Background: an optimization exercise with open tools, aiming at small area, a short achievable clock period and few clock cycles per item. Do not read the settings as production practice. No functional check of the RTL was part of any run shown here. Power is estimated from default activity; no workload was simulated.

$ cat design/flow/run.sh
#!/bin/bash
# synth_recipe.tcl (not shown) runs the flow's synth.tcl, then flattens the netlist and writes it again
# the make line also repeats each setting of config.mk as NAME=value (left out here)
make -C /OpenROAD-flow-scripts/flow DESIGN_CONFIG=/design/flow/config.mk WORK_HOME=/design/flow/orfs CLKGATE_MAP_FILE= SYNTH_SCRIPT=/design/flow/synth_recipe.tcl finish
$ cat design/flow/config.mk
export PLATFORM = sky130hd
export DESIGN_NAME = CONV
export DESIGN_NICKNAME = CONV
export VERILOG_FILES = /design/flow/design.v
export SDC_FILE = /design/flow/constraint.sdc
export NUM_CORES = 4
export LEC_CHECK = 0
export CAP_MARGIN = 20
export CORE_MARGIN = 2
export CORE_UTILIZATION = 40
export SETUP_SLACK_MARGIN = 4.6
export SLEW_MARGIN = 20
$ cat design/flow/constraint.sdc
create_clock -name core_clock -period 8.0 [get_ports {clk}]
set_input_delay 1.6000 -clock core_clock [delete_from_list [all_inputs] [get_ports {clk}]]
set_output_delay 1.6000 -clock core_clock [all_outputs]
set_load 0.01 [all_outputs]
$ cat design/flow/design.v
module  CONV(
	input				clk,
	input				rst_n,
	input 				mode,
	input       		in_valid,
	output reg			out_valid,
	output 		[13:0] 	AWADDR,
	output		 [7:0] 	AWLEN,
	output 				AWVALID,
	input 				AWREADY,
	output reg  [31:0]	WDATA,
	output 				WVALID,
	input 				WREADY,
	output 		[13:0] 	ARADDR,
	output 		 [7:0] 	ARLEN,
	output 				ARVALID,
	input 				ARREADY,
	input		[31:0] 	RDATA,
	input 				RVALID,
	output reg			RREADY
);
reg			mode_r;
wire [5:0]	dd = mode_r ? 6'd2 : 6'd1;
reg			ar_on;
reg  [5:0]	ar_y, ar_c;
reg  [1:0]	ar_e;		 
reg  [13:0]	ar_a;
wire		ar_v0n = (ar_y == 6'd0) || (mode_r && ar_y == 6'd1);
wire		ar_v2  = !((ar_y == 6'd63) || (mode_r && ar_y == 6'd62));
wire		ar_v3  = ar_y[0] && ar_c[0];
wire [5:0]	ar_y1 = ar_y + 6'd1;
wire		ar_nv0n = (ar_y1 == 6'd0) || (mode_r && ar_y1 == 6'd1);
wire		ar_newcol = (ar_e == 2'd3) || (ar_e == 2'd2 && !ar_v3) || (ar_e == 2'd1 && !ar_v2 && !ar_v3);
reg  [5:0]	an_y, an_c;
reg  [1:0]	an_e;
reg			an_on;
always @(*) begin
	an_y = ar_y; an_c = ar_c; an_e = ar_e; an_on = ar_on;
	if (ar_newcol) begin
		if (ar_c == 6'd63) begin
			an_c = 6'd0;
			if (ar_y == 6'd63) an_on = 1'b0;
			else begin an_y = ar_y1; an_e = ar_nv0n ? 2'd1 : 2'd0; end
		end else begin
			an_c = ar_c + 6'd1;
			an_e = ar_v0n ? 2'd1 : 2'd0;
		end
	end else if (ar_e == 2'd0) an_e = 2'd1;
	else if (ar_e == 2'd1 && ar_v2) an_e = 2'd2;
	else an_e = 2'd3;
end
wire [5:0]	an_row = (an_e == 2'd0) ? an_y - dd : (an_e == 2'd2) ? an_y + dd : an_y;
wire [13:0]	an_a = (an_e == 2'd3) ? {4'b1000, an_y[5:1], an_c[5:1]} : {2'b00, an_row, an_c};
assign ARADDR = ar_a;
assign ARLEN = 8'd0;
assign ARVALID = ar_on;
always @(posedge clk or negedge rst_n) begin
	if (!rst_n) begin
		ar_on <= 1'b0; ar_y <= 6'd0; ar_c <= 6'd0; ar_e <= 2'd1; ar_a <= 14'd0;
	end else if (in_valid) begin
		ar_on <= 1'b1; ar_y <= 6'd0; ar_c <= 6'd0; ar_e <= 2'd1; ar_a <= 14'd0;
	end else if (ar_on && ARREADY) begin
		ar_on <= an_on; ar_y <= an_y; ar_c <= an_c; ar_e <= an_e; ar_a <= an_a;
	end
end
reg			rs_on;
reg  [5:0]	rs_y, rs_c;
reg  [1:0]	rs_e;
wire		rs_v0n = (rs_y == 6'd0) || (mode_r && rs_y == 6'd1);
wire		rs_v2  = !((rs_y == 6'd63) || (mode_r && rs_y == 6'd62));
wire		rs_v3  = rs_y[0] && rs_c[0];
wire [5:0]	rs_y1 = rs_y + 6'd1;
wire		rs_nv0n = (rs_y1 == 6'd0) || (mode_r && rs_y1 == 6'd1);
wire		rs_newcol = (rs_e == 2'd3) || (rs_e == 2'd2 && !rs_v3) || (rs_e == 2'd1 && !rs_v2 && !rs_v3);
wire		rs_colend = (rs_e == 2'd2) || (rs_e == 2'd1 && !rs_v2);
reg  [5:0]	rn_y, rn_c;
reg  [1:0]	rn_e;
reg			rn_on;
always @(*) begin
	rn_y = rs_y; rn_c = rs_c; rn_e = rs_e; rn_on = rs_on;
	if (rs_newcol) begin
		if (rs_c == 6'd63) begin
			rn_c = 6'd0;
			if (rs_y == 6'd63) rn_on = 1'b0;
			else begin rn_y = rs_y1; rn_e = rs_nv0n ? 2'd1 : 2'd0; end
		end else begin
			rn_c = rs_c + 6'd1;
			rn_e = rs_v0n ? 2'd1 : 2'd0;
		end
	end else if (rs_e == 2'd0) rn_e = 2'd1;
	else if (rs_e == 2'd1 && rs_v2) rn_e = 2'd2;
	else rn_e = 2'd3;
end
reg			c5f;		 
reg			f3, f4;		 
reg  [11:0]	p_n;		 
wire		p_oddeven = p_n[6] && !p_n[0];
reg  [1:0]	tmpf;		 
reg  [31:0]	tmp0, tmp1;
wire		p_tf = p_n[1] ? tmpf[1] : tmpf[0];
wire [31:0]	p_tmp = p_n[1] ? tmp1 : tmp0;
reg  [287:0] win;		 
wire		r_acc = RVALID && RREADY;
wire		r_pix = r_acc && (rs_e != 2'd3);
always @(posedge clk or negedge rst_n) begin
	if (!rst_n) begin
		rs_on <= 1'b0; rs_y <= 6'd0; rs_c <= 6'd0; rs_e <= 2'd1;
	end else if (in_valid) begin
		rs_on <= 1'b1; rs_y <= 6'd0; rs_c <= 6'd0; rs_e <= 2'd1;
	end else if (r_acc) begin
		rs_on <= rn_on; rs_y <= rn_y; rs_c <= rn_c; rs_e <= rn_e;
	end
end
always @(posedge clk) begin
	if (r_acc && rs_e == 2'd3 && !rs_c[1]) tmp0 <= RDATA;
	if (r_acc && rs_e == 2'd3 && rs_c[1]) tmp1 <= RDATA;
end
reg  [1:0]	pc;			 
reg  [1:0]	ph;			 
reg			act;		 
reg  [1:0]	j;			 
reg  [11:0]	e_n;		 
reg  [1:0]	rmask, cmask;	 
reg			v0, v1;
reg  [1:0]	j0, j1;
reg			f1, l1;		 
reg  [3:0]	n1;			 
reg  [35:0]	dgr;
reg  [26-1:0] ts, tc;
reg  [36:0]	acc;
reg			rv;			 
reg			wv, pm, wm, fin;
wire		can_push_r = !pm && !wv && !(p_oddeven && !p_tf);
wire		frz = rv && v1 && f1 && !can_push_r;
wire [1:0]	pc_need = mode_r ? 2'd2 : 2'd1;
wire		pc_done = (pc == pc_need);
wire		col_rdy = mode_r ? c5f : f3;
wire		q_empty = !c5f && (mode_r || (!f3 && !f4));
wire		phantom = !rs_on && q_empty && (ph != pc_need) && pc_done;
wire		shift = !frz && (col_rdy || phantom) && (!act || j == 2'd0);
wire		start_out = shift && pc_done;
wire		mv3 = !mode_r && f4 && (!f3 || shift);
wire		mv4 = !mode_r && c5f && (!f4 || mv3);
wire		en3 = mode_r ? shift : mv3;
wire		en4 = mode_r ? shift : mv4;
wire [11:0]	e_n1 = e_n + 12'd1;
wire		push;
reg			c5f_n;
reg  [1:0]	tmpf_n;
always @(*) begin
	c5f_n = c5f;
	if (en4) c5f_n = 1'b0;
	else if (r_pix && rs_colend) c5f_n = 1'b1;
	tmpf_n = tmpf;
	if (push && p_oddeven) tmpf_n[p_n[1]] = 1'b0;
	if (r_acc && rs_e == 2'd3) tmpf_n[rs_c[1]] = 1'b1;
end
wire		f4_n = mv4 ? 1'b1 : (mv3 ? 1'b0 : f4);
wire		act_n = frz ? act : (act ? ((j == 2'd0) ? start_out : 1'b1) : start_out);
wire [1:0]	j_n = frz ? j : (start_out ? 2'd3 : (act ? j - 2'd1 : j));
wire		rv_n = (!frz && v1 && l1) ? 1'b1 : (push ? 1'b0 : rv);
wire		c5go_n = mode_r ? ((!act_n || j_n == 2'd0) && !rv_n) : !f4_n;
wire		c5free_n = !c5f_n || c5go_n;
wire		rr_n = rn_on && ((rn_e == 2'd3) ? !(rn_c[1] ? tmpf_n[1] : tmpf_n[0]) : c5free_n);
wire		rr_keep = rs_on && ((rs_e == 2'd3) ? !(rs_c[1] ? tmpf_n[1] : tmpf_n[0]) : c5free_n);
always @(posedge clk or negedge rst_n) begin
	if (!rst_n) begin
		c5f <= 1'b0; tmpf <= 2'b00; RREADY <= 1'b0; f3 <= 1'b0; f4 <= 1'b0;
	end else if (in_valid) begin
		c5f <= 1'b0; tmpf <= 2'b00; RREADY <= 1'b0; f3 <= 1'b0; f4 <= 1'b0;
	end else begin
		c5f <= c5f_n; tmpf <= tmpf_n;
		f3 <= mv3 ? 1'b1 : (shift ? 1'b0 : f3);
		f4 <= mv4 ? 1'b1 : (mv3 ? 1'b0 : f4);
		RREADY <= r_acc ? rr_n : rr_keep;
	end
end
always @(posedge clk) begin
	if (shift) win[143:0] <= win[191:48];
	if (en3) win[191:144] <= win[239:192];
	if (en4) win[239:192] <= win[287:240];
	if (r_pix && rs_e == 2'd0) win[255:240] <= RDATA[31:16];
	if (r_pix && rs_e == 2'd1) win[271:256] <= RDATA[31:16];
	if (r_pix && rs_e == 2'd2) win[287:272] <= RDATA[31:16];
end
always @(posedge clk or negedge rst_n) begin
	if (!rst_n) begin
		pc <= 2'd0; ph <= 2'd0; act <= 1'b0; j <= 2'd3; e_n <= 12'hfff;
		rmask <= 2'd0; cmask <= 2'd0; v0 <= 1'b0; v1 <= 1'b0; j0 <= 2'd0; j1 <= 2'd0;
	end else if (in_valid) begin
		pc <= 2'd0; ph <= 2'd0; act <= 1'b0; j <= 2'd3; e_n <= 12'hfff; v0 <= 1'b0; v1 <= 1'b0;
	end else if (!frz) begin
		if (shift && !pc_done) pc <= pc + 2'd1;
		if (shift && phantom) ph <= ph + 2'd1;
		v0 <= act; j0 <= j;
		v1 <= v0; j1 <= j0;
		f1 <= (j0 == 2'd3); l1 <= (j0 == 2'd0);
		n1 <= (j0 == 2'd3) ? 4'd5 : (j0 == 2'd2) ? 4'd5 : (j0 == 2'd1) ? 4'd5 : 4'd0;
		if (act) begin
			j <= j - 2'd1;
			if (j == 2'd0) act <= start_out;
		end else if (start_out) begin
			act <= 1'b1;
		end
		if (start_out) begin
			j <= 2'd3;
			e_n <= e_n1;
			rmask[0] <= (e_n1[11:6] == 6'd0) || (mode_r && e_n1[11:6] == 6'd1);
			rmask[1] <= (e_n1[11:6] == 6'd63) || (mode_r && e_n1[11:6] == 6'd62);
			cmask[0] <= (e_n1[5:0] == 6'd0) || (mode_r && e_n1[5:0] == 6'd1);
			cmask[1] <= (e_n1[5:0] == 6'd63) || (mode_r && e_n1[5:0] == 6'd62);
		end
	end
end
wire [15:0] p0 = win[16*(0*3+0) +: 16];
wire [15:0] p1 = mode_r ? win[16*(2*3+0) +: 16] : win[16*(1*3+0) +: 16];
wire [15:0] p2 = mode_r ? win[16*(4*3+0) +: 16] : win[16*(2*3+0) +: 16];
wire [15:0] p3 = win[16*(0*3+1) +: 16];
wire [15:0] p4 = mode_r ? win[16*(2*3+1) +: 16] : win[16*(1*3+1) +: 16];
wire [15:0] p5 = mode_r ? win[16*(4*3+1) +: 16] : win[16*(2*3+1) +: 16];
wire [15:0] p6 = win[16*(0*3+2) +: 16];
wire [15:0] p7 = mode_r ? win[16*(2*3+2) +: 16] : win[16*(1*3+2) +: 16];
wire [15:0] p8 = mode_r ? win[16*(4*3+2) +: 16] : win[16*(2*3+2) +: 16];
wire m0 = rmask[0] | cmask[0], m1 = rmask[0], m2 = rmask[0] | cmask[1];
wire m3 = cmask[0], m5 = cmask[1];
wire m6 = rmask[1] | cmask[0], m7 = rmask[1], m8 = rmask[1] | cmask[1];
function [3:0] dig;
	input [15:0] p;
	input [1:0] jj;
	input mm;
	begin
		case (jj)
			2'd3: dig = mm ? 4'b1000 : {~p[15], p[14:12]};
			2'd2: dig = mm ? 4'b0000 : p[11:8];
			2'd1: dig = mm ? 4'b0000 : p[7:4];
			default: dig = mm ? 4'b0000 : p[3:0];
		endcase
	end
endfunction
wire [3:0] dn0 = dig(p0, j, m0), dn1 = dig(p1, j, m1), dn2 = dig(p2, j, m2);
wire [3:0] dn3 = dig(p3, j, m3), dn4 = dig(p4, j, 1'b0), dn5 = dig(p5, j, m5);
wire [3:0] dn6 = dig(p6, j, m6), dn7 = dig(p7, j, m7), dn8 = dig(p8, j, m8);
wire s1 = ~dn0[3] ^ dn1[3];
wire c2 = ~dn0[3] & dn1[3];
wire s3 = ~dn0[0] ^ dn1[2];
wire c4 = ~dn0[0] & dn1[2];
wire s5 = ~dn0[2] ^ ~dn0[0];
wire c6 = ~dn0[2] & ~dn0[0];
wire s7 = ~dn0[3] ^ ~dn0[1];
wire c8 = ~dn0[3] & ~dn0[1];
wire s9 = ~dn0[2] ^ ~dn0[0];
wire c10 = ~dn0[2] & ~dn0[0];
wire s11 = ~dn0[3] ^ ~dn0[1] ^ ~dn1[3];
wire c12 = (~dn0[3] & ~dn0[1]) | (~dn0[3] & ~dn1[3]) | (~dn0[1] & ~dn1[3]);
wire s13 = ~dn1[1] ^ ~dn2[3];
wire c14 = ~dn1[1] & ~dn2[3];
wire [13:0] q1_n = {c14, s13, c12, s11, c10, s9, c8, s7, c6, s5, c4, s3, c2, s1};
reg  [14-1:0] q1;
always @(posedge clk) begin
	if (!frz && act) begin
		dgr <= {dn8, dn7, dn6, dn5, dn4, dn3, dn2, dn1, dn0};
		q1 <= q1_n;
	end
end
wire [3:0] dg0 = dgr[3:0], dg1 = dgr[7:4], dg2 = dgr[11:8];
wire [3:0] dg3 = dgr[15:12], dg4 = dgr[19:16], dg5 = dgr[23:20];
wire [3:0] dg6 = dgr[27:24], dg7 = dgr[31:28], dg8 = dgr[35:32];
wire s15 = ~dg0[1] ^ ~dg1[0];
wire c16 = ~dg0[1] & ~dg1[0];
wire s17 = ~dg0[2] ^ dg0[0] ^ ~dg1[1];
wire c18 = (~dg0[2] & dg0[0]) | (~dg0[2] & ~dg1[1]) | (dg0[0] & ~dg1[1]);
wire s19 = ~dg2[0] ^ ~dg3[3];
wire c20 = ~dg2[0] & ~dg3[3];
wire s21 = ~dg0[3] ^ dg0[1] ^ ~dg1[2];
wire c22 = (~dg0[3] & dg0[1]) | (~dg0[3] & ~dg1[2]) | (dg0[1] & ~dg1[2]);
wire s23 = ~dg2[1] ^ dg3[2] ^ dg4[3];
wire c24 = (~dg2[1] & dg3[2]) | (~dg2[1] & dg4[3]) | (dg3[2] & dg4[3]);
wire s25 = dg4[1] ^ dg5[3];
wire c26 = dg4[1] & dg5[3];
wire s27 = dg0[2] ^ ~dg1[3] ^ ~dg1[0];
wire c28 = (dg0[2] & ~dg1[3]) | (dg0[2] & ~dg1[0]) | (~dg1[3] & ~dg1[0]);
wire s29 = ~dg2[2] ^ dg3[3] ^ dg3[0];
wire c30 = (~dg2[2] & dg3[3]) | (~dg2[2] & dg3[0]) | (dg3[3] & dg3[0]);
wire s31 = dg4[2] ^ ~dg5[1] ^ dg6[3];
wire c32 = (dg4[2] & ~dg5[1]) | (dg4[2] & dg6[3]) | (~dg5[1] & dg6[3]);
wire s33 = dg0[3] ^ ~dg1[1] ^ ~dg2[3];
wire c34 = (dg0[3] & ~dg1[1]) | (dg0[3] & ~dg2[3]) | (~dg1[1] & ~dg2[3]);
wire s35 = ~dg2[0] ^ dg3[1] ^ dg4[3];
wire c36 = (~dg2[0] & dg3[1]) | (~dg2[0] & dg4[3]) | (dg3[1] & dg4[3]);
wire s37 = ~dg4[0] ^ ~dg5[2];
wire c38 = ~dg4[0] & ~dg5[2];
wire s39 = ~dg0[0] ^ ~dg1[2] ^ dg1[0];
wire c40 = (~dg0[0] & ~dg1[2]) | (~dg0[0] & dg1[0]) | (~dg1[2] & dg1[0]);
wire s41 = ~dg2[1] ^ dg3[2] ^ dg3[0];
wire c42 = (~dg2[1] & dg3[2]) | (~dg2[1] & dg3[0]) | (dg3[2] & dg3[0]);
wire s43 = ~dg4[1] ^ ~dg5[3] ^ dg5[0];
wire c44 = (~dg4[1] & ~dg5[3]) | (~dg4[1] & dg5[0]) | (~dg5[3] & dg5[0]);
wire s45 = ~dg0[1] ^ ~dg1[3] ^ dg1[1];
wire c46 = (~dg0[1] & ~dg1[3]) | (~dg0[1] & dg1[1]) | (~dg1[3] & dg1[1]);
wire s47 = ~dg2[2] ^ ~dg2[0] ^ dg3[3];
wire c48 = (~dg2[2] & ~dg2[0]) | (~dg2[2] & dg3[3]) | (~dg2[0] & dg3[3]);
wire s49 = dg3[1] ^ ~dg4[2] ^ ~dg4[0];
wire c50 = (dg3[1] & ~dg4[2]) | (dg3[1] & ~dg4[0]) | (~dg4[2] & ~dg4[0]);
wire s51 = dg5[1] ^ dg6[3];
wire c52 = dg5[1] & dg6[3];
wire s53 = ~dg0[2] ^ dg1[2] ^ dg1[0];
wire c54 = (~dg0[2] & dg1[2]) | (~dg0[2] & dg1[0]) | (dg1[2] & dg1[0]);
wire s55 = ~dg2[3] ^ ~dg2[1] ^ dg3[2];
wire c56 = (~dg2[3] & ~dg2[1]) | (~dg2[3] & dg3[2]) | (~dg2[1] & dg3[2]);
wire s57 = dg3[0] ^ ~dg4[3] ^ ~dg4[1];
wire c58 = (dg3[0] & ~dg4[3]) | (dg3[0] & ~dg4[1]) | (~dg4[3] & ~dg4[1]);
wire s59 = dg5[2] ^ dg5[0] ^ dg6[2];
wire c60 = (dg5[2] & dg5[0]) | (dg5[2] & dg6[2]) | (dg5[0] & dg6[2]);
wire s61 = q1[0] ^ dg1[1] ^ ~dg2[2];
wire c62 = (q1[0] & dg1[1]) | (q1[0] & ~dg2[2]) | (dg1[1] & ~dg2[2]);
wire s63 = dg3[3] ^ dg3[1] ^ ~dg4[2];
wire c64 = (dg3[3] & dg3[1]) | (dg3[3] & ~dg4[2]) | (dg3[1] & ~dg4[2]);
wire s65 = dg4[0] ^ dg5[3] ^ dg5[1];
wire c66 = (dg4[0] & dg5[3]) | (dg4[0] & dg5[1]) | (dg5[3] & dg5[1]);
wire s67 = dg6[3] ^ dg6[0] ^ ~dg7[0];
wire c68 = (dg6[3] & dg6[0]) | (dg6[3] & ~dg7[0]) | (dg6[0] & ~dg7[0]);
wire s69 = q1[1] ^ q1[2] ^ dg1[0];
wire c70 = (q1[1] & q1[2]) | (q1[1] & dg1[0]) | (q1[2] & dg1[0]);
wire s71 = ~dg2[3] ^ dg3[2] ^ dg3[0];
wire c72 = (~dg2[3] & dg3[2]) | (~dg2[3] & dg3[0]) | (dg3[2] & dg3[0]);
wire s73 = ~dg4[3] ^ dg4[1] ^ dg5[2];
wire c74 = (~dg4[3] & dg4[1]) | (~dg4[3] & dg5[2]) | (dg4[1] & dg5[2]);
wire s75 = dg6[1] ^ ~dg7[1] ^ ~dg8[3];
wire c76 = (dg6[1] & ~dg7[1]) | (dg6[1] & ~dg8[3]) | (~dg7[1] & ~dg8[3]);
wire s77 = q1[3] ^ ~dg0[1] ^ dg1[3];
wire c78 = (q1[3] & ~dg0[1]) | (q1[3] & dg1[3]) | (~dg0[1] & dg1[3]);
wire s79 = dg1[1] ^ dg3[3] ^ dg3[1];
wire c80 = (dg1[1] & dg3[3]) | (dg1[1] & dg3[1]) | (dg3[3] & dg3[1]);
wire s81 = dg4[2] ^ dg5[3] ^ dg5[0];
wire c82 = (dg4[2] & dg5[3]) | (dg4[2] & dg5[0]) | (dg5[3] & dg5[0]);
wire s83 = dg6[2] ^ ~dg7[2];
wire c84 = dg6[2] & ~dg7[2];
wire s85 = q1[4] ^ dg1[2] ^ ~dg1[0];
wire c86 = (q1[4] & dg1[2]) | (q1[4] & ~dg1[0]) | (dg1[2] & ~dg1[0]);
wire s87 = ~dg2[0] ^ dg3[2] ^ dg4[3];
wire c88 = (~dg2[0] & dg3[2]) | (~dg2[0] & dg4[3]) | (dg3[2] & dg4[3]);
wire s89 = ~dg4[0] ^ dg5[1] ^ dg6[3];
wire c90 = (~dg4[0] & dg5[1]) | (~dg4[0] & dg6[3]) | (dg5[1] & dg6[3]);
wire s91 = dg6[0] ^ ~dg7[3] ^ ~dg8[2];
wire c92 = (dg6[0] & ~dg7[3]) | (dg6[0] & ~dg8[2]) | (~dg7[3] & ~dg8[2]);
wire s93 = q1[5] ^ q1[6] ^ dg1[3];
wire c94 = (q1[5] & q1[6]) | (q1[5] & dg1[3]) | (q1[6] & dg1[3]);
wire s95 = ~dg1[1] ^ ~dg2[1] ^ dg3[3];
wire c96 = (~dg1[1] & ~dg2[1]) | (~dg1[1] & dg3[3]) | (~dg2[1] & dg3[3]);
wire s97 = ~dg3[0] ^ ~dg4[1] ^ dg5[2];
wire c98 = (~dg3[0] & ~dg4[1]) | (~dg3[0] & dg5[2]) | (~dg4[1] & dg5[2]);
wire s99 = dg5[0] ^ dg6[1] ^ ~dg8[3];
wire c100 = (dg5[0] & dg6[1]) | (dg5[0] & ~dg8[3]) | (dg6[1] & ~dg8[3]);
wire s101 = q1[7] ^ q1[8] ^ ~dg1[2];
wire c102 = (q1[7] & q1[8]) | (q1[7] & ~dg1[2]) | (q1[8] & ~dg1[2]);
wire s103 = ~dg1[0] ^ ~dg2[2] ^ ~dg2[0];
wire c104 = (~dg1[0] & ~dg2[2]) | (~dg1[0] & ~dg2[0]) | (~dg2[2] & ~dg2[0]);
wire s105 = ~dg3[1] ^ ~dg4[2] ^ dg5[3];
wire c106 = (~dg3[1] & ~dg4[2]) | (~dg3[1] & dg5[3]) | (~dg4[2] & dg5[3]);
wire s107 = dg5[1] ^ dg6[2] ^ dg6[0];
wire c108 = (dg5[1] & dg6[2]) | (dg5[1] & dg6[0]) | (dg6[2] & dg6[0]);
wire s109 = q1[9] ^ q1[10] ^ q1[12];
wire c110 = (q1[9] & q1[10]) | (q1[9] & q1[12]) | (q1[10] & q1[12]);
wire s111 = ~dg2[1] ^ ~dg3[2] ^ ~dg4[3];
wire c112 = (~dg2[1] & ~dg3[2]) | (~dg2[1] & ~dg4[3]) | (~dg3[2] & ~dg4[3]);
wire s113 = dg4[0] ^ dg5[2] ^ ~dg5[0];
wire c114 = (dg4[0] & dg5[2]) | (dg4[0] & ~dg5[0]) | (dg5[2] & ~dg5[0]);
wire s115 = dg6[3] ^ dg6[1] ^ dg7[0];
wire c116 = (dg6[3] & dg6[1]) | (dg6[3] & dg7[0]) | (dg6[1] & dg7[0]);
wire s117 = q1[11] ^ q1[13] ^ ~dg0[2];
wire c118 = (q1[11] & q1[13]) | (q1[11] & ~dg0[2]) | (q1[13] & ~dg0[2]);
wire s119 = ~dg1[2] ^ ~dg2[2] ^ ~dg3[3];
wire c120 = (~dg1[2] & ~dg2[2]) | (~dg1[2] & ~dg3[3]) | (~dg2[2] & ~dg3[3]);
wire s121 = dg4[1] ^ dg5[3] ^ ~dg5[1];
wire c122 = (dg4[1] & dg5[3]) | (dg4[1] & ~dg5[1]) | (dg5[3] & ~dg5[1]);
wire s123 = ~dg0[3] ^ ~dg1[3];
wire c124 = ~dg0[3] & ~dg1[3];
wire s125 = ~dg0[1] ^ dg1[1] ^ dg2[0];
wire c126 = (~dg0[1] & dg1[1]) | (~dg0[1] & dg2[0]) | (dg1[1] & dg2[0]);
wire s127 = ~dg0[2] ^ dg1[2] ^ dg2[1];
wire c128 = (~dg0[2] & dg1[2]) | (~dg0[2] & dg2[1]) | (dg1[2] & dg2[1]);
wire s129 = ~dg3[0] ^ ~dg5[3] ^ ~dg5[1];
wire c130 = (~dg3[0] & ~dg5[3]) | (~dg3[0] & ~dg5[1]) | (~dg5[3] & ~dg5[1]);
wire s131 = ~dg0[3] ^ ~dg0[0] ^ dg1[3];
wire c132 = (~dg0[3] & ~dg0[0]) | (~dg0[3] & dg1[3]) | (~dg0[0] & dg1[3]);
wire s133 = dg2[2] ^ ~dg3[1] ^ dg4[0];
wire c134 = (dg2[2] & ~dg3[1]) | (dg2[2] & dg4[0]) | (~dg3[1] & dg4[0]);
wire s135 = ~dg5[2] ^ dg5[0];
wire c136 = ~dg5[2] & dg5[0];
wire s137 = s15 ^ dg2[3] ^ ~dg3[2];
wire c138 = (s15 & dg2[3]) | (s15 & ~dg3[2]) | (dg2[3] & ~dg3[2]);
wire s139 = dg3[0] ^ dg4[1] ^ ~dg5[3];
wire c140 = (dg3[0] & dg4[1]) | (dg3[0] & ~dg5[3]) | (dg4[1] & ~dg5[3]);
wire s141 = dg5[1] ^ dg6[0] ^ dg8[3];
wire c142 = (dg5[1] & dg6[0]) | (dg5[1] & dg8[3]) | (dg6[0] & dg8[3]);
wire s143 = c16 ^ s17 ^ s19;
wire c144 = (c16 & s17) | (c16 & s19) | (s17 & s19);
wire s145 = dg3[1] ^ dg4[2] ^ dg4[0];
wire c146 = (dg3[1] & dg4[2]) | (dg3[1] & dg4[0]) | (dg4[2] & dg4[0]);
wire s147 = dg5[2] ^ dg6[1] ^ ~dg7[0];
wire c148 = (dg5[2] & dg6[1]) | (dg5[2] & ~dg7[0]) | (dg6[1] & ~dg7[0]);
wire s149 = c18 ^ c20 ^ s21;
wire c150 = (c18 & c20) | (c18 & s21) | (c20 & s21);
wire s151 = s23 ^ s25 ^ ~dg5[0];
wire c152 = (s23 & s25) | (s23 & ~dg5[0]) | (s25 & ~dg5[0]);
wire s153 = dg6[2] ^ ~dg7[1] ^ dg8[0];
wire c154 = (dg6[2] & ~dg7[1]) | (dg6[2] & dg8[0]) | (~dg7[1] & dg8[0]);
wire s155 = c22 ^ c24 ^ c26;
wire c156 = (c22 & c24) | (c22 & c26) | (c24 & c26);
wire s157 = s27 ^ s29 ^ s31;
wire c158 = (s27 & s29) | (s27 & s31) | (s29 & s31);
wire s159 = dg6[0] ^ ~dg7[2] ^ dg8[1];
wire c160 = (dg6[0] & ~dg7[2]) | (dg6[0] & dg8[1]) | (~dg7[2] & dg8[1]);
wire s161 = c28 ^ c30 ^ c32;
wire c162 = (c28 & c30) | (c28 & c32) | (c30 & c32);
wire s163 = s33 ^ s35 ^ s37;
wire c164 = (s33 & s35) | (s33 & s37) | (s35 & s37);
wire s165 = dg6[1] ^ ~dg7[3] ^ dg8[2];
wire c166 = (dg6[1] & ~dg7[3]) | (dg6[1] & dg8[2]) | (~dg7[3] & dg8[2]);
wire s167 = c34 ^ c36 ^ c38;
wire c168 = (c34 & c36) | (c34 & c38) | (c36 & c38);
wire s169 = s39 ^ s41 ^ s43;
wire c170 = (s39 & s41) | (s39 & s43) | (s41 & s43);
wire s171 = dg6[2] ^ dg6[0] ^ dg8[3];
wire c172 = (dg6[2] & dg6[0]) | (dg6[2] & dg8[3]) | (dg6[0] & dg8[3]);
wire s173 = c40 ^ c42 ^ c44;
wire c174 = (c40 & c42) | (c40 & c44) | (c42 & c44);
wire s175 = s45 ^ s47 ^ s49;
wire c176 = (s45 & s47) | (s45 & s49) | (s47 & s49);
wire s177 = s51 ^ dg6[1] ^ ~dg8[0];
wire c178 = (s51 & dg6[1]) | (s51 & ~dg8[0]) | (dg6[1] & ~dg8[0]);
wire s179 = c46 ^ c48 ^ c50;
wire c180 = (c46 & c48) | (c46 & c50) | (c48 & c50);
wire s181 = c52 ^ s53 ^ s55;
wire c182 = (c52 & s53) | (c52 & s55) | (s53 & s55);
wire s183 = s57 ^ s59 ^ ~dg8[1];
wire c184 = (s57 & s59) | (s57 & ~dg8[1]) | (s59 & ~dg8[1]);
wire s185 = c54 ^ c56 ^ c58;
wire c186 = (c54 & c56) | (c54 & c58) | (c56 & c58);
wire s187 = c60 ^ s61 ^ s63;
wire c188 = (c60 & s61) | (c60 & s63) | (s61 & s63);
wire s189 = s65 ^ s67 ^ ~dg8[2];
wire c190 = (s65 & s67) | (s65 & ~dg8[2]) | (s67 & ~dg8[2]);
wire s191 = c62 ^ c64 ^ c66;
wire c192 = (c62 & c64) | (c62 & c66) | (c64 & c66);
wire s193 = c68 ^ s69 ^ s71;
wire c194 = (c68 & s69) | (c68 & s71) | (s69 & s71);
wire s195 = s73 ^ s75 ^ ~dg8[0];
wire c196 = (s73 & s75) | (s73 & ~dg8[0]) | (s75 & ~dg8[0]);
wire s197 = c70 ^ c72 ^ c74;
wire c198 = (c70 & c72) | (c70 & c74) | (c72 & c74);
wire s199 = c76 ^ s77 ^ s79;
wire c200 = (c76 & s77) | (c76 & s79) | (s77 & s79);
wire s201 = s81 ^ s83 ^ ~dg8[1];
wire c202 = (s81 & s83) | (s81 & ~dg8[1]) | (s83 & ~dg8[1]);
wire s203 = c78 ^ c80 ^ c82;
wire c204 = (c78 & c80) | (c78 & c82) | (c80 & c82);
wire s205 = c84 ^ s85 ^ s87;
wire c206 = (c84 & s85) | (c84 & s87) | (s85 & s87);
wire s207 = s89 ^ s91 ^ ~dg8[0];
wire c208 = (s89 & s91) | (s89 & ~dg8[0]) | (s91 & ~dg8[0]);
wire s209 = c86 ^ c88 ^ c90;
wire c210 = (c86 & c88) | (c86 & c90) | (c88 & c90);
wire s211 = c92 ^ s93 ^ s95;
wire c212 = (c92 & s93) | (c92 & s95) | (s93 & s95);
wire s213 = s97 ^ s99 ^ ~dg8[1];
wire c214 = (s97 & s99) | (s97 & ~dg8[1]) | (s99 & ~dg8[1]);
wire s215 = c94 ^ c96 ^ c98;
wire c216 = (c94 & c96) | (c94 & c98) | (c96 & c98);
wire s217 = c100 ^ s101 ^ s103;
wire c218 = (c100 & s101) | (c100 & s103) | (s101 & s103);
wire s219 = s105 ^ s107 ^ ~dg8[2];
wire c220 = (s105 & s107) | (s105 & ~dg8[2]) | (s107 & ~dg8[2]);
wire s221 = c102 ^ c104 ^ c106;
wire c222 = (c102 & c104) | (c102 & c106) | (c104 & c106);
wire s223 = c108 ^ s109 ^ s111;
wire c224 = (c108 & s109) | (c108 & s111) | (s109 & s111);
wire s225 = s113 ^ s115 ^ ~dg8[3];
wire c226 = (s113 & s115) | (s113 & ~dg8[3]) | (s115 & ~dg8[3]);
wire s227 = c110 ^ c112 ^ c114;
wire c228 = (c110 & c112) | (c110 & c114) | (c112 & c114);
wire s229 = c116 ^ s117 ^ s119;
wire c230 = (c116 & s117) | (c116 & s119) | (s117 & s119);
wire s231 = s121 ^ dg6[2] ^ dg7[1];
wire c232 = (s121 & dg6[2]) | (s121 & dg7[1]) | (dg6[2] & dg7[1]);
wire s233 = c118 ^ c120 ^ c122;
wire c234 = (c118 & c120) | (c118 & c122) | (c120 & c122);
wire s235 = s123 ^ ~dg2[3] ^ dg4[2];
wire c236 = (s123 & ~dg2[3]) | (s123 & dg4[2]) | (~dg2[3] & dg4[2]);
wire s237 = ~dg5[2] ^ dg6[3] ^ dg7[2];
wire c238 = (~dg5[2] & dg6[3]) | (~dg5[2] & dg7[2]) | (dg6[3] & dg7[2]);
wire s239 = c124 ^ dg4[3];
wire c240 = c124 & dg4[3];
wire s241 = ~dg0[0] ^ dg1[0];
wire c242 = ~dg0[0] & dg1[0];
wire s243 = s125 ^ ~dg5[2] ^ ~dg5[0];
wire c244 = (s125 & ~dg5[2]) | (s125 & ~dg5[0]) | (~dg5[2] & ~dg5[0]);
wire s245 = ~dg6[2] ^ dg8[2];
wire c246 = ~dg6[2] & dg8[2];
wire s247 = c126 ^ s127 ^ s129;
wire c248 = (c126 & s127) | (c126 & s129) | (s127 & s129);
wire s249 = ~dg6[3] ^ dg8[3] ^ dg8[1];
wire c250 = (~dg6[3] & dg8[3]) | (~dg6[3] & dg8[1]) | (dg8[3] & dg8[1]);
wire s251 = c128 ^ c130 ^ s131;
wire c252 = (c128 & c130) | (c128 & s131) | (c130 & s131);
wire s253 = s133 ^ s135 ^ dg8[2];
wire c254 = (s133 & s135) | (s133 & dg8[2]) | (s135 & dg8[2]);
wire s255 = c132 ^ c134 ^ c136;
wire c256 = (c132 & c134) | (c132 & c136) | (c134 & c136);
wire s257 = s137 ^ s139 ^ s141;
wire c258 = (s137 & s139) | (s137 & s141) | (s139 & s141);
wire s259 = c138 ^ c140 ^ c142;
wire c260 = (c138 & c140) | (c138 & c142) | (c140 & c142);
wire s261 = s143 ^ s145 ^ s147;
wire c262 = (s143 & s145) | (s143 & s147) | (s145 & s147);
wire s263 = c144 ^ c146 ^ c148;
wire c264 = (c144 & c146) | (c144 & c148) | (c146 & c148);
wire s265 = s149 ^ s151 ^ s153;
wire c266 = (s149 & s151) | (s149 & s153) | (s151 & s153);
wire s267 = c150 ^ c152 ^ c154;
wire c268 = (c150 & c152) | (c150 & c154) | (c152 & c154);
wire s269 = s155 ^ s157 ^ s159;
wire c270 = (s155 & s157) | (s155 & s159) | (s157 & s159);
wire s271 = c156 ^ c158 ^ c160;
wire c272 = (c156 & c158) | (c156 & c160) | (c158 & c160);
wire s273 = s161 ^ s163 ^ s165;
wire c274 = (s161 & s163) | (s161 & s165) | (s163 & s165);
wire s275 = c162 ^ c164 ^ c166;
wire c276 = (c162 & c164) | (c162 & c166) | (c164 & c166);
wire s277 = s167 ^ s169 ^ s171;
wire c278 = (s167 & s169) | (s167 & s171) | (s169 & s171);
wire s279 = c168 ^ c170 ^ c172;
wire c280 = (c168 & c170) | (c168 & c172) | (c170 & c172);
wire s281 = s173 ^ s175 ^ s177;
wire c282 = (s173 & s175) | (s173 & s177) | (s175 & s177);
wire s283 = c174 ^ c176 ^ c178;
wire c284 = (c174 & c176) | (c174 & c178) | (c176 & c178);
wire s285 = s179 ^ s181 ^ s183;
wire c286 = (s179 & s181) | (s179 & s183) | (s181 & s183);
wire s287 = c180 ^ c182 ^ c184;
wire c288 = (c180 & c182) | (c180 & c184) | (c182 & c184);
wire s289 = s185 ^ s187 ^ s189;
wire c290 = (s185 & s187) | (s185 & s189) | (s187 & s189);
wire s291 = c186 ^ c188 ^ c190;
wire c292 = (c186 & c188) | (c186 & c190) | (c188 & c190);
wire s293 = s191 ^ s193 ^ s195;
wire c294 = (s191 & s193) | (s191 & s195) | (s193 & s195);
wire s295 = c192 ^ c194 ^ c196;
wire c296 = (c192 & c194) | (c192 & c196) | (c194 & c196);
wire s297 = s197 ^ s199 ^ s201;
wire c298 = (s197 & s199) | (s197 & s201) | (s199 & s201);
wire s299 = c198 ^ c200 ^ c202;
wire c300 = (c198 & c200) | (c198 & c202) | (c200 & c202);
wire s301 = s203 ^ s205 ^ s207;
wire c302 = (s203 & s205) | (s203 & s207) | (s205 & s207);
wire s303 = c204 ^ c206 ^ c208;
wire c304 = (c204 & c206) | (c204 & c208) | (c206 & c208);
wire s305 = s209 ^ s211 ^ s213;
wire c306 = (s209 & s211) | (s209 & s213) | (s211 & s213);
wire s307 = c210 ^ c212 ^ c214;
wire c308 = (c210 & c212) | (c210 & c214) | (c212 & c214);
wire s309 = s215 ^ s217 ^ s219;
wire c310 = (s215 & s217) | (s215 & s219) | (s217 & s219);
wire s311 = c216 ^ c218 ^ c220;
wire c312 = (c216 & c218) | (c216 & c220) | (c218 & c220);
wire s313 = s221 ^ s223 ^ s225;
wire c314 = (s221 & s223) | (s221 & s225) | (s223 & s225);
wire s315 = c222 ^ c224 ^ c226;
wire c316 = (c222 & c224) | (c222 & c226) | (c224 & c226);
wire s317 = s227 ^ s229 ^ s231;
wire c318 = (s227 & s229) | (s227 & s231) | (s229 & s231);
wire s319 = c228 ^ c230 ^ c232;
wire c320 = (c228 & c230) | (c228 & c232) | (c230 & c232);
wire s321 = s233 ^ s235 ^ s237;
wire c322 = (s233 & s235) | (s233 & s237) | (s235 & s237);
wire s323 = c234 ^ c236 ^ c238;
wire c324 = (c234 & c236) | (c234 & c238) | (c236 & c238);
wire s325 = s239 ^ ~dg5[3] ^ dg7[3];
wire c326 = (s239 & ~dg5[3]) | (s239 & dg7[3]) | (~dg5[3] & dg7[3]);
wire s327 = s241 ^ ~dg5[1];
wire c328 = s241 & ~dg5[1];
wire s329 = c242 ^ s243 ^ s245;
wire c330 = (c242 & s243) | (c242 & s245) | (s243 & s245);
wire s331 = c244 ^ c246 ^ s247;
wire c332 = (c244 & c246) | (c244 & s247) | (c246 & s247);
wire s333 = c248 ^ c250 ^ s251;
wire c334 = (c248 & c250) | (c248 & s251) | (c250 & s251);
wire s335 = c252 ^ c254 ^ s255;
wire c336 = (c252 & c254) | (c252 & s255) | (c254 & s255);
wire s337 = c256 ^ c258 ^ s259;
wire c338 = (c256 & c258) | (c256 & s259) | (c258 & s259);
wire s339 = c260 ^ c262 ^ s263;
wire c340 = (c260 & c262) | (c260 & s263) | (c262 & s263);
wire s341 = c264 ^ c266 ^ s267;
wire c342 = (c264 & c266) | (c264 & s267) | (c266 & s267);
wire s343 = c268 ^ c270 ^ s271;
wire c344 = (c268 & c270) | (c268 & s271) | (c270 & s271);
wire s345 = c272 ^ c274 ^ s275;
wire c346 = (c272 & c274) | (c272 & s275) | (c274 & s275);
wire s347 = c276 ^ c278 ^ s279;
wire c348 = (c276 & c278) | (c276 & s279) | (c278 & s279);
wire s349 = c280 ^ c282 ^ s283;
wire c350 = (c280 & c282) | (c280 & s283) | (c282 & s283);
wire s351 = c284 ^ c286 ^ s287;
wire c352 = (c284 & c286) | (c284 & s287) | (c286 & s287);
wire s353 = c288 ^ c290 ^ s291;
wire c354 = (c288 & c290) | (c288 & s291) | (c290 & s291);
wire s355 = c292 ^ c294 ^ s295;
wire c356 = (c292 & c294) | (c292 & s295) | (c294 & s295);
wire s357 = c296 ^ c298 ^ s299;
wire c358 = (c296 & c298) | (c296 & s299) | (c298 & s299);
wire s359 = c300 ^ c302 ^ s303;
wire c360 = (c300 & c302) | (c300 & s303) | (c302 & s303);
wire s361 = c304 ^ c306 ^ s307;
wire c362 = (c304 & c306) | (c304 & s307) | (c306 & s307);
wire s363 = c308 ^ c310 ^ s311;
wire c364 = (c308 & c310) | (c308 & s311) | (c310 & s311);
wire s365 = c312 ^ c314 ^ s315;
wire c366 = (c312 & c314) | (c312 & s315) | (c314 & s315);
wire s367 = c316 ^ c318 ^ s319;
wire c368 = (c316 & c318) | (c316 & s319) | (c318 & s319);
wire s369 = c320 ^ c322 ^ s323;
wire c370 = (c320 & c322) | (c320 & s323) | (c322 & s323);
wire s371 = c324 ^ c326;
wire c372 = c324 & c326;
wire s373 = ~dg5[0] ^ ~dg6[0];
wire c374 = ~dg5[0] & ~dg6[0];
wire s375 = s327 ^ ~dg6[1] ^ dg8[1];
wire c376 = (s327 & ~dg6[1]) | (s327 & dg8[1]) | (~dg6[1] & dg8[1]);
wire s377 = c328 ^ s329 ^ dg8[0];
wire c378 = (c328 & s329) | (c328 & dg8[0]) | (s329 & dg8[0]);
wire s379 = c330 ^ s331 ^ s249;
wire c380 = (c330 & s331) | (c330 & s249) | (s331 & s249);
wire s381 = c332 ^ s333 ^ s253;
wire c382 = (c332 & s333) | (c332 & s253) | (s333 & s253);
wire s383 = c334 ^ s335 ^ s257;
wire c384 = (c334 & s335) | (c334 & s257) | (s335 & s257);
wire s385 = c336 ^ s337 ^ s261;
wire c386 = (c336 & s337) | (c336 & s261) | (s337 & s261);
wire s387 = c338 ^ s339 ^ s265;
wire c388 = (c338 & s339) | (c338 & s265) | (s339 & s265);
wire s389 = c340 ^ s341 ^ s269;
wire c390 = (c340 & s341) | (c340 & s269) | (s341 & s269);
wire s391 = c342 ^ s343 ^ s273;
wire c392 = (c342 & s343) | (c342 & s273) | (s343 & s273);
wire s393 = c344 ^ s345 ^ s277;
wire c394 = (c344 & s345) | (c344 & s277) | (s345 & s277);
wire s395 = c346 ^ s347 ^ s281;
wire c396 = (c346 & s347) | (c346 & s281) | (s347 & s281);
wire s397 = c348 ^ s349 ^ s285;
wire c398 = (c348 & s349) | (c348 & s285) | (s349 & s285);
wire s399 = c350 ^ s351 ^ s289;
wire c400 = (c350 & s351) | (c350 & s289) | (s351 & s289);
wire s401 = c352 ^ s353 ^ s293;
wire c402 = (c352 & s353) | (c352 & s293) | (s353 & s293);
wire s403 = c354 ^ s355 ^ s297;
wire c404 = (c354 & s355) | (c354 & s297) | (s355 & s297);
wire s405 = c356 ^ s357 ^ s301;
wire c406 = (c356 & s357) | (c356 & s301) | (s357 & s301);
wire s407 = c358 ^ s359 ^ s305;
wire c408 = (c358 & s359) | (c358 & s305) | (s359 & s305);
wire s409 = c360 ^ s361 ^ s309;
wire c410 = (c360 & s361) | (c360 & s309) | (s361 & s309);
wire s411 = c362 ^ s363 ^ s313;
wire c412 = (c362 & s363) | (c362 & s313) | (s363 & s313);
wire s413 = c364 ^ s365 ^ s317;
wire c414 = (c364 & s365) | (c364 & s317) | (s365 & s317);
wire s415 = c366 ^ s367 ^ s321;
wire c416 = (c366 & s367) | (c366 & s321) | (s367 & s321);
wire s417 = c368 ^ s369 ^ s325;
wire c418 = (c368 & s369) | (c368 & s325) | (s369 & s325);
wire s419 = c370 ^ s371 ^ c240;
wire c420 = (c370 & s371) | (c370 & c240) | (s371 & c240);
wire [25:0] tree_s = {1'b0, c420, c418, c416, c414, c412, c410, c408, c406, c404, c402, c400, c398, c396, c394, c392, c390, c388, c386, c384, c382, c380, c378, c376, c374, s373};
wire [25:0] tree_c = {1'b0, c372, s419, s417, s415, s413, s411, s409, s407, s405, s403, s401, s399, s397, s395, s393, s391, s389, s387, s385, s383, s381, s379, s377, s375, dg8[0]};
always @(posedge clk) begin
	if (!frz && v0) begin ts <= tree_s; tc <= tree_c; end
end
wire [36:0]	acc_base = {f1 ? 33'd384326 : acc[32:0], n1};
always @(posedge clk) begin
	if (!frz && v1) acc <= acc_base + {{(37-26){1'b0}}, ts} + {{(37-26){1'b0}}, tc};
end
reg  [31:0]	mx;
wire [31:0]	relu = acc[36] ? 32'd0 : acc[31:0];
wire		can_push = !pm && (!wv || WREADY) && !(p_oddeven && !p_tf);
assign		push = rv && can_push;
wire [31:0]	other = p_n[0] ? mx : p_tmp;
wire		o_gt = acc[36] || (other > acc[31:0]);
wire [31:0]	cmpv = o_gt ? other : acc[31:0];
wire [31:0]	mx_new = (p_n[0] || p_n[6]) ? cmpv : relu;
always @(posedge clk or negedge rst_n) begin
	if (!rst_n) rv <= 1'b0;
	else if (in_valid) rv <= 1'b0;
	else if (!frz && v1 && l1) rv <= 1'b1;
	else if (push) rv <= 1'b0;
end
always @(posedge clk) begin
	if (push) begin
		WDATA <= relu;
		mx <= mx_new;
	end else if (wv && WREADY && pm) WDATA <= mx;
end
always @(posedge clk or negedge rst_n) begin
	if (!rst_n) begin
		wv <= 1'b0; pm <= 1'b0; wm <= 1'b0; fin <= 1'b0; p_n <= 12'd0; out_valid <= 1'b0;
	end else begin
		out_valid <= wv && WREADY && wm && fin;
		if (in_valid) begin
			wv <= 1'b0; pm <= 1'b0; wm <= 1'b0; fin <= 1'b0; p_n <= 12'd0;
		end else if (push) begin
			wv <= 1'b1; wm <= 1'b0; pm <= p_n[0]; p_n <= p_n + 12'd1;
			if (p_n == 12'd4095) fin <= 1'b1;
		end else if (wv && WREADY) begin
			if (pm) begin pm <= 1'b0; wm <= 1'b1; end
			else wv <= 1'b0;
		end
	end
end
assign WVALID = wv;
reg			aw_on, aw_l1;
reg  [11:0]	aw_n;
reg  [13:0]	aw_a;
assign AWVALID = aw_on;
assign AWLEN = 8'd0;
assign AWADDR = aw_a;
wire [11:0]	aw_n1 = aw_n + 12'd1;
always @(posedge clk or negedge rst_n) begin
	if (!rst_n) begin
		aw_on <= 1'b0; aw_l1 <= 1'b0; aw_n <= 12'd0; aw_a <= 14'd0;
	end else if (in_valid) begin
		aw_on <= 1'b1; aw_l1 <= 1'b0; aw_n <= 12'd0; aw_a <= 14'h1000;
	end else if (aw_on && AWREADY) begin
		if (!aw_l1 && aw_n[0]) begin
			aw_l1 <= 1'b1;
			aw_a <= {4'b1000, aw_n[11:7], aw_n[5:1]};
		end else begin
			aw_l1 <= 1'b0;
			aw_n <= aw_n1;
			aw_a <= {2'b01, aw_n1};
			if (aw_n == 12'd4095) aw_on <= 1'b0;
		end
	end
end
always @(posedge clk or negedge rst_n) begin
	if (!rst_n) mode_r <= 1'b0;
	else if (in_valid) mode_r <= mode;
end
endmodule
==> results of run 1 <==
[cell usage after synthesis, types with 12 or more instances]
master / n / area, um^2
nand2_1: 200 / 751
nor3_1: 43 / 215
a21o_1: 22 / 165
and3_1: 17 / 106
clkbuf_1: 94 / 353
a211oi_1: 37 / 278
fa_1: 216 / 4320
o31ai_1: 38 / 285
dfrtp_1: 106 / 2650
nor2b_1: 23 / 144
mux2i_1: 51 / 510
nor2_1: 200 / 751
xnor2_1: 36 / 315
a32o_1: 31 / 310
nand2b_1: 20 / 125
ha_1: 109 / 1360
xor2_1: 47 / 412
o211ai_1: 12 / 90.1
a22oi_1: 19 / 143
a222oi_1: 27 / 270
mux2_2: 25 / 282
and2_1: 13 / 81.3
buf_4: 21 / 158
buf_1: 17 / 63.8
nand3_1: 38 / 190
inv_1: 388 / 1460
a21oi_1: 102 / 510
edfxtp_1: 551 / 16500
dfstp_2: 16 / 420
nand4_1: 25 / 156
o21ai_0: 78 / 390
[metrics by stage]
step                util, %  cells  worst slack [ns]
floorplan                 -   2824              1.76
global placement       43.0   3978              3.67
detailed placement     43.0   3978              3.70
CTS                    47.1   4207              4.43
global route           47.8   4236              4.23
finish                 47.8   4240              4.39
[sequential cells by signal (all words and copies together) (netlist names), 13 cells and up]
| name | flops |
|---|---|
| win | 288 |
| dgr | 36 |
| acc | 34 |
| WDATA | 32 |
| mx | 32 |
| tmp0 | 32 |
| tmp1 | 32 |
| tc | 25 |
| ts | 25 |
| ar_a | 13 |
| aw_a | 13 |
[cells in the final DEF, fill, tap and decap left out, types with 38 or more instances in the layout]
master / netlist / routed
xor2_1: 47 / 47
fa_1: 216 / 153
ha_1: 109 / 96
o21ai_0: 78 / 65
a21oi_1: 102 / 95
nand2_1: 200 / 193
mux2i_1: 51 / 46
o31ai_1: 38 / 38
fa_2: 0 / 63
clkdlybuf4s50_1: 0 / 100
inv_1: 388 / 330
dfrtp_1: 106 / 101
nor2_1: 200 / 186
edfxtp_1: 551 / 551
inv_2: 1 / 48
buf_4: 21 / 100
clkbuf_16: 0 / 75
[final cells by class]
cell class / instances / share of cell area [%]
antenna: 4 / 0.0237
clock buffer: 96 / 4.77
clock inverter: 39 / 0.869
inverter: 389 / 3.54
multi-input combinational: 1620 / 34.8
sequential: 673 / 46.5
tap: 1165 / 3.45
timing repair buffer: 254 / 6.00
[how the worst min path moves through the flow]
stage / startpoint / end / slack, ns / depth (start not counted)
after floorplan: win[148] / win[100] / 0.40 / 0
after global placement: win[268] / win[220] / 0.40 / 0
after detailed placement: win[153] / win[105] / 0.40 / 0
after CTS: win[240] / win[192] / 0.38 / 0
after global routing: win[240] / win[192] / 0.40 / 0
final: win[240] / win[192] / 0.39 / 0
[power groups by stage]
stage	registers [W]	logic, W	clock network (W)
floorplan	0.00416	0.000750	0
global placement	0.00420	0.00108	0
detailed placement	0.00421	0.00111	0
CTS	0.00413	0.00118	0.00345
global route	0.00414	0.00136	0.00358
finish	0.00413	0.00119	0.00336
[cells by family (layout without fill, tap and decap cells)]
kind of cell             after synthesis  in the layout  share of synthesized area (%)
AND/OR/NAND/NOR                      643            644                           8.60
buffers and inverters                532            778                           5.91
other                                  1             21                         0.0105
flip-flops                           673            673                           55.2
multiplexers                          88             88                           2.92
XOR/XNOR                              83             83                           2.04
adder cells (fa/ha/maj)              326            326                           16.0
AO/OA/AOI/OAI                        462            462                           9.35
[what timing repair did]
action,4_1_cts,5_1_grt
cloned,2,1
setup buffers,92,28
setup endpoints to repair,308,223
pin swaps,88,98
resized for setup,145,122
[metal layers]
layer	vias up	track usage, %
met5	-	0
met3	134	3.34
met2	567	32.7
li1	10200	-
met4	8	6.80
met1	11300	25.0
[critical path, cell delays in order (launching register included)]
cell	delay [ns]
edfxtp_1	0.43
buf_12	0.18
buf_12	0.13
nor2_4	0.12
fa_1	0.47
ha_4	0.21
nor3_4	0.17
o211ai_1	0.15
a22oi_2	0.31
a21oi_4	0.10
a21bo_4	0.25
a2111oi_4	0.46
nor3_2	0.08
mux2_4	0.31
==> reports/metrics.yaml, run 1 <==
ant_nets: 0
wl_met1_um: 36600
final.setup_skew_ns: 0.0406
p_comb_share_pct: 13.7
clkLatencyLatePin_ns: 0.63
status: "timing/DRC/antenna clean"
holdBufCountCts: 0
portBuffers: 103
required_ns: 8.37
crit_path_end: "acc[27]"
synthCells: 2808
cts_root_buf: "clkbuf_16"
die_w_um: 302
top_layer_used: "met5"
ir_drop_mv: 0.173
arrival_ns: 3.98
switchingPower_w: 0.00222
antenna_found_initial: 4
worst-path-max-fanout: 5
finalCritPeriodShare_pct: 45.2
syn_avg_cell_area_um2: 12.7
dr_wl_met2_um: 43400
worstMarginPinSlew_ns: 0.981
initial_core_util_pct: 40.3
clock_sinks: 673
cap_violations: 0
stdcell_area_um2: 42200
via_count: 22300
netSwitchingFraction_pct: 25.5
clockBufferDepth: 3
synth_area_um2: 35600
grt_max_degree: 82
ios: 121
place.gp.congestion: 0.943
worstReg2RegStart: "f1"
dp_hpwl_um: 60300
cts_tree: "yes"
yosys_register_bits: 673
dr.pass1.iters: 6
setup_tns_ns: 0
crit_start: "f1"
regArea_um2: 19600
synth_edf_count: 551
synthToLayoutAreaGrowth_pct: 18.6
powerDensity_nw_per_um2: 206
slew_viol_final: 0
hold_viol: 0
critPathLaunchType: "register"
rr_endpoint: "acc[27]"
crit_path_end_kind: "register"
p_total_w: 0.00869
via_per_inst: 5.26
num-nets-final: 3377
groute.usage.overall_pct: 19.3
grt_pass1_vias: 23000
multi_input_area_um2: 14700
drc: 0
rows: 109
reg2reg_slack_ns: 4.39
fmax_mhz: 277
wl_per_cell_um: 20.7
slew_headroom_pct: 34.3
dieArea_um2: 91300
leakage_nw: 16.2
hold_class: "register to register"
pwr-share-seq_pct: 47.5
die_y_um: 302
cts-htree-levels: 3
path_class: "register to register"
synthArstFlopShare_pct: 18.1
p_clk_share_pct: 38.7
route.met3.wl_um: 4720
cts.clk_slew.worst_paths_ns: 0.06
place_area_um2: 37900
cts_buffers: 74
drt_first_iter_violations: 1655
min_period_ns: 3.61
drive_gt1_share_pct: 18.3
routed_wl_um: 87700
rsz0062_at_grt: "yes"
core_area_um2: 88200
grt_overflow_total: 0
ys_seq_area_share_pct: 55.2
synth_flop_cell: "edfxtp_1"
grt_pass1_wl_um: 135000
yosysWarnings: 1
ys_types: 103
fillers: 7648
hold_ws_ns: 0.388
p_int_w: 0.00647
final-setup-viol-count: 0
r2r.worst_path.cells: 13
==> inputs of run 2 (changes only) <==
--- a/design/flow/config.mk
+++ b/design/flow/config.mk
@@ -7,6 +7,7 @@
 export LEC_CHECK = 0
 export CAP_MARGIN = 20
 export CORE_MARGIN = 2
-export CORE_UTILIZATION = 40
+export CORE_UTILIZATION = 60
+export PLACE_DENSITY = 0.75
 export SETUP_SLACK_MARGIN = 4.6
 export SLEW_MARGIN = 20
==> reports/metrics.yaml, run 2 <==
status: "timing/DRC/antenna clean"
use_met3_pct: 4.94  # +1.6 points
finalCritPeriodShare_pct: 44.9  # -0.23 points
worstHoldPathCells: 0  # unchanged
cpMostUsedCell: "a211oi_2"
synth_top_area_cell: "edfxtp_1"
multi_input_area_um2: 14500  # -1.1%
yosysMostFrequentCell: "edfxtp_1"
cts_root_buf: "clkbuf_16"
rows: 89  # -18%
worst-path-max-fanout: 3  # -2
leakage_nw: 16.0  # -1.4%
synth_edf_count: 551  # unchanged
max_stage_delay_ns: 0.52  # +0.05 ns
crit_path_end_kind: "register"
p_int_w: 0.00633  # -2.3%
ir_drop_mv: 0.228  # +32%
ys_types: 103  # unchanged
cap_violations: 0  # unchanged
pwr-share-seq_pct: 48.5  # +1.0 points
cts_buffers: 71  # -4.1%
reg_top3: "win (288), dgr (36), acc (34)"
pre_cts_ws_ns: 3.18  # -0.514 ns
cts_tree: "yes"
ios: 121  # unchanged
largest_register_ffs: 288  # unchanged
hold_viol: 0  # unchanged
switchingPower_w: 0.00218  # -1.7%
powerDensity_nw_per_um2: 206  # +0.20%
portBuffers: 103  # unchanged
fin_util_pct: 70.1  # +22 points
synth_area_um2: 35600  # unchanged
synthCells: 2808  # unchanged
grt_max_degree: 105  # +28%
die_w_um: 247  # -18%
top_register: "win"
regArea_um2: 19600  # unchanged
slew_headroom_pct: 27.1  # -7.2 points
drive_gt1_share_pct: 17.3  # -1.1 points
via_count: 22500  # +0.78%
dp_hpwl_um: 56700  # -6.1%
critical-path-top-delay-family: "compound AO/OA/AOI/OAI gates"
arrival_ns: 3.95  # -0.03 ns
rsz0062_at_grt: "yes"
p_comb_share_pct: 13.9  # +0.2 points
yosysWarnings: 1  # unchanged
place.gp.congestion: 0.960  # +1.8%
synth_top_area_share_pct: 46.5  # unchanged
min_period_ns: 3.59  # -0.0184 ns
whs_endpoint: "win[193]"
dieArea_um2: 61300  # -33%
rr_endpoint: "acc[19]"
clockBufferDepth: 3  # unchanged
grt_overflow_total: 0  # unchanged
grtUsageMet1_pct: 37.9  # +13 points
setup_slack_ns: 4.41  # +0.0184 ns
cpMaxStageDelayCell: "fa_1"
via_per_inst: 5.88  # +12%
reg2reg_slack_ns: 4.41  # +0.02 ns
slew_viol_final: 0  # unchanged
final_cell_mix: "edfxtp_1, inv_1, nand2_1"
required_ns: 8.35  # -0.02 ns
num-nets-final: 3357  # -0.59%
worstPathBufferInverterCount: 2  # unchanged
syn_avg_cell_area_um2: 12.7  # unchanged
critPathLaunchType: "register"
grt_pass1_wl_um: 129000  # -4.4%
fmax_mhz: 278  # +0.51%
path_class: "register to register"
yosys_register_bits: 673  # unchanged
synth_flop_cell: "edfxtp_1"
initial_core_util_pct: 60.5  # +20 points
synthArstFlopShare_pct: 18.1  # unchanged
fillers: 4033  # -47%
synthToLayoutAreaGrowth_pct: 15.9
grt_pass1_vias: 22900  # -0.40%
core_area_um2: 58800  # -33%
routed_wl_um: 83800  # -4.5%
ys_top_cells_by_area: "edfxtp_1, fa_1, dfrtp_1, inv_1, ha_1"
worstReg2RegStart: "n1[0]"
setup_tns_ns: 0  # unchanged
final-setup-viol-count: 0  # unchanged
drc: 0  # unchanged
antenna_found_initial: 2  # -2
dr.pass1.iters: 5  # -1
wl_per_cell_um: 21.9  # +6.0%
cts-htree-levels: 3  # unchanged
crit_chain: "fa_1 > fa_2 > a211oi_2 > o211ai_1 > a22oi_2 > a21oi_4 > buf_4 > buf_6 > a221o_1 > a211oi_2 > o21ai_1 > xor2_1"
groute.usage.overall_pct: 27.9  # +8.6 points
grt.met2_usage_pct: 45.5  # +13 points
cts.clk_slew.worst_paths_ns: 0.06  # about the same
hold_class: "register to register"
min_from: "win[241]"
ant_nets: 0  # unchanged
clock_sinks: 673  # unchanged
die_y_um: 247  # -18%
busiest_layer: "met2"
p_clk_share_pct: 37.7  # -1.0 points
synthTopCellsByCount: "edfxtp_1, inv_1, fa_1"
final.setup_skew_ns: 0.0258  # -0.0148 ns
clkLatencyLatePin_ns: 0.63  # about the same
drt_first_iter_violations: 2113  # +28%
final_common_cell: "edfxtp_1"
r2r.worst_path.cells: 12  # -1
ys_seq_area_share_pct: 55.2  # unchanged
netSwitchingFraction_pct: 25.6  # +0.11 points
worstMarginPinSlew_ns: 1.09  # +0.112 ns
run 2: cell types whose count changed in the layout (fill, tap and decap cells not counted), moves of 4 or more:
| cell | previous run | this run |
|---|---|---|
| clkbuf_16 | 75 | 71 |
| inv_2 | 48 | 44 |
| buf_12 | 14 | 10 |
| buf_6 | 33 | 23 |
| nor2_2 | 2 | 8 |
| clkinv_2 | 8 | 18 |
| o21ai_0 | 65 | 69 |
| clkinv_1 | 15 | 9 |
| clkbuf_8 | 8 | 1 |
| nor2_4 | 14 | 8 |
| inv_6 | 6 | 2 |
run 2: power groups by stage:
| stage | Clock (W) | Sequential, W | Combinational (W) |
|---|---|---|---|
| final | 0.00320 | 0.00412 | 0.00118 |
| after global routing | 0.00339 | 0.00413 | 0.00133 |
| after CTS | 0.00325 | 0.00412 | 0.00116 |
| after detailed placement | 0 | 0.00420 | 0.00110 |
| after global placement | 0 | 0.00419 | 0.00106 |
| after floorplan | 0 | 0.00416 | 0.000750 |
run 2: per-stage QoR:
stage	cells	area (um^2)	hold slack [ns]	total power [W]
2_1_floorplan	2824	35900	0.400	0.00491
3_3_place_gp	3586	37400	0.401	0.00525
3_5_place_dp	3586	37400	0.405	0.00530
4_1_cts	3790	40700	0.409	0.00853
5_1_grt	3820	41200	0.418	0.00885
6_report	3820	41200	0.410	0.00850
run 2: layout make-up:
class | instances | area share, %
clock buffers | 85 | 4.46
diodes | 2 | 0.0121
inverters | 389 | 3.69
flip-flops and latches | 673 | 47.6
clock inverters | 41 | 0.968
well taps | 773 | 2.35
multi-input cells | 1619 | 35.3
repair buffers | 238 | 5.64
run 2: worst max-delay path by stage:
stage / depth (start not counted) / from / slack [ns] / endpoint
2_1_floorplan: 6 / mode_r / 1.76 / win[192]
3_3_place_gp: 10 / WREADY / 3.25 / p_n[7]
3_5_place_dp: 10 / WREADY / 3.18 / p_n[11]
4_1_cts: 10 / tc[2] / 4.44 / acc[27]
5_1_grt: 14 / f1 / 4.29 / acc[19]
6_report: 12 / n1[0] / 4.41 / acc[19]
run 2: cell families (layout without fill, tap and decap cells):
kind of cell | Yosys count | in the layout | synth area share (%)
DFF | 673 | 673 | 55.2
and+or+nand+nor | 643 | 643 | 8.60
buffers and inverters | 532 | 753 | 5.91
AOI/OAI and AO/OA | 462 | 462 | 9.35
adders and majority gates | 326 | 326 | 16.0
muxes | 88 | 88 | 2.92
xor gates and xnor gates | 83 | 83 | 2.04
other | 1 | 19 | 0.0105
run 2: what timing repair did:
item / 4_1_cts / 5_1_grt
setup buffers: 76 / 28
endpoints found under the setup margin: 336 / 107
pin swaps: 64 / 63
hold buffers: 0 / 0
resized for setup: 121 / 104
gates cloned: 2 / 0
run 2: metal layers:
metal / vias up / share of wire [%] / routed length [um]
met5: - / 0.019 / 16
met4: 2 / 3.5 / 2890
met3: 164 / 6.7 / 5580
met2: 824 / 49 / 41000
met1: 11300 / 41 / 34300
li1: 10200 / - / -

## re-timing with driven ports
In the flow no input, the clock included, has a driving cell. The finished layouts below were timed again as built, in two steps.
Step 1, drivers: a clkbuf_16 drives clk and a buf_2 each remaining input, both assumed.
Step 2 moves the port delays by t, midway between the first and last clock arrival at a register: inputs arrive t later, outputs are due t later. That takes back most of the time a late clock gives input paths.
a / b / c = ideal / step 1 / step 2; a / b = the first two.
| run | shift t [ns] | setup slack, ns | hold WS [ns] | cell pins on the clock port's net |
|---|---|---|---|---|
| run 1 | 0.671 | 4.387 / 4.387 / 4.061 | 0.388 / 0.388 / 0.388 | 1 |
| run 2 | 0.680 | 4.405 / 4.405 / 4.181 | 0.410 / 0.410 / 0.410 | 1 |
After both steps setup and hold are still met in every run listed. The setup slack of run 1, which loses most, moves by 0.000 ns with the drivers and by -0.326 ns with both steps.
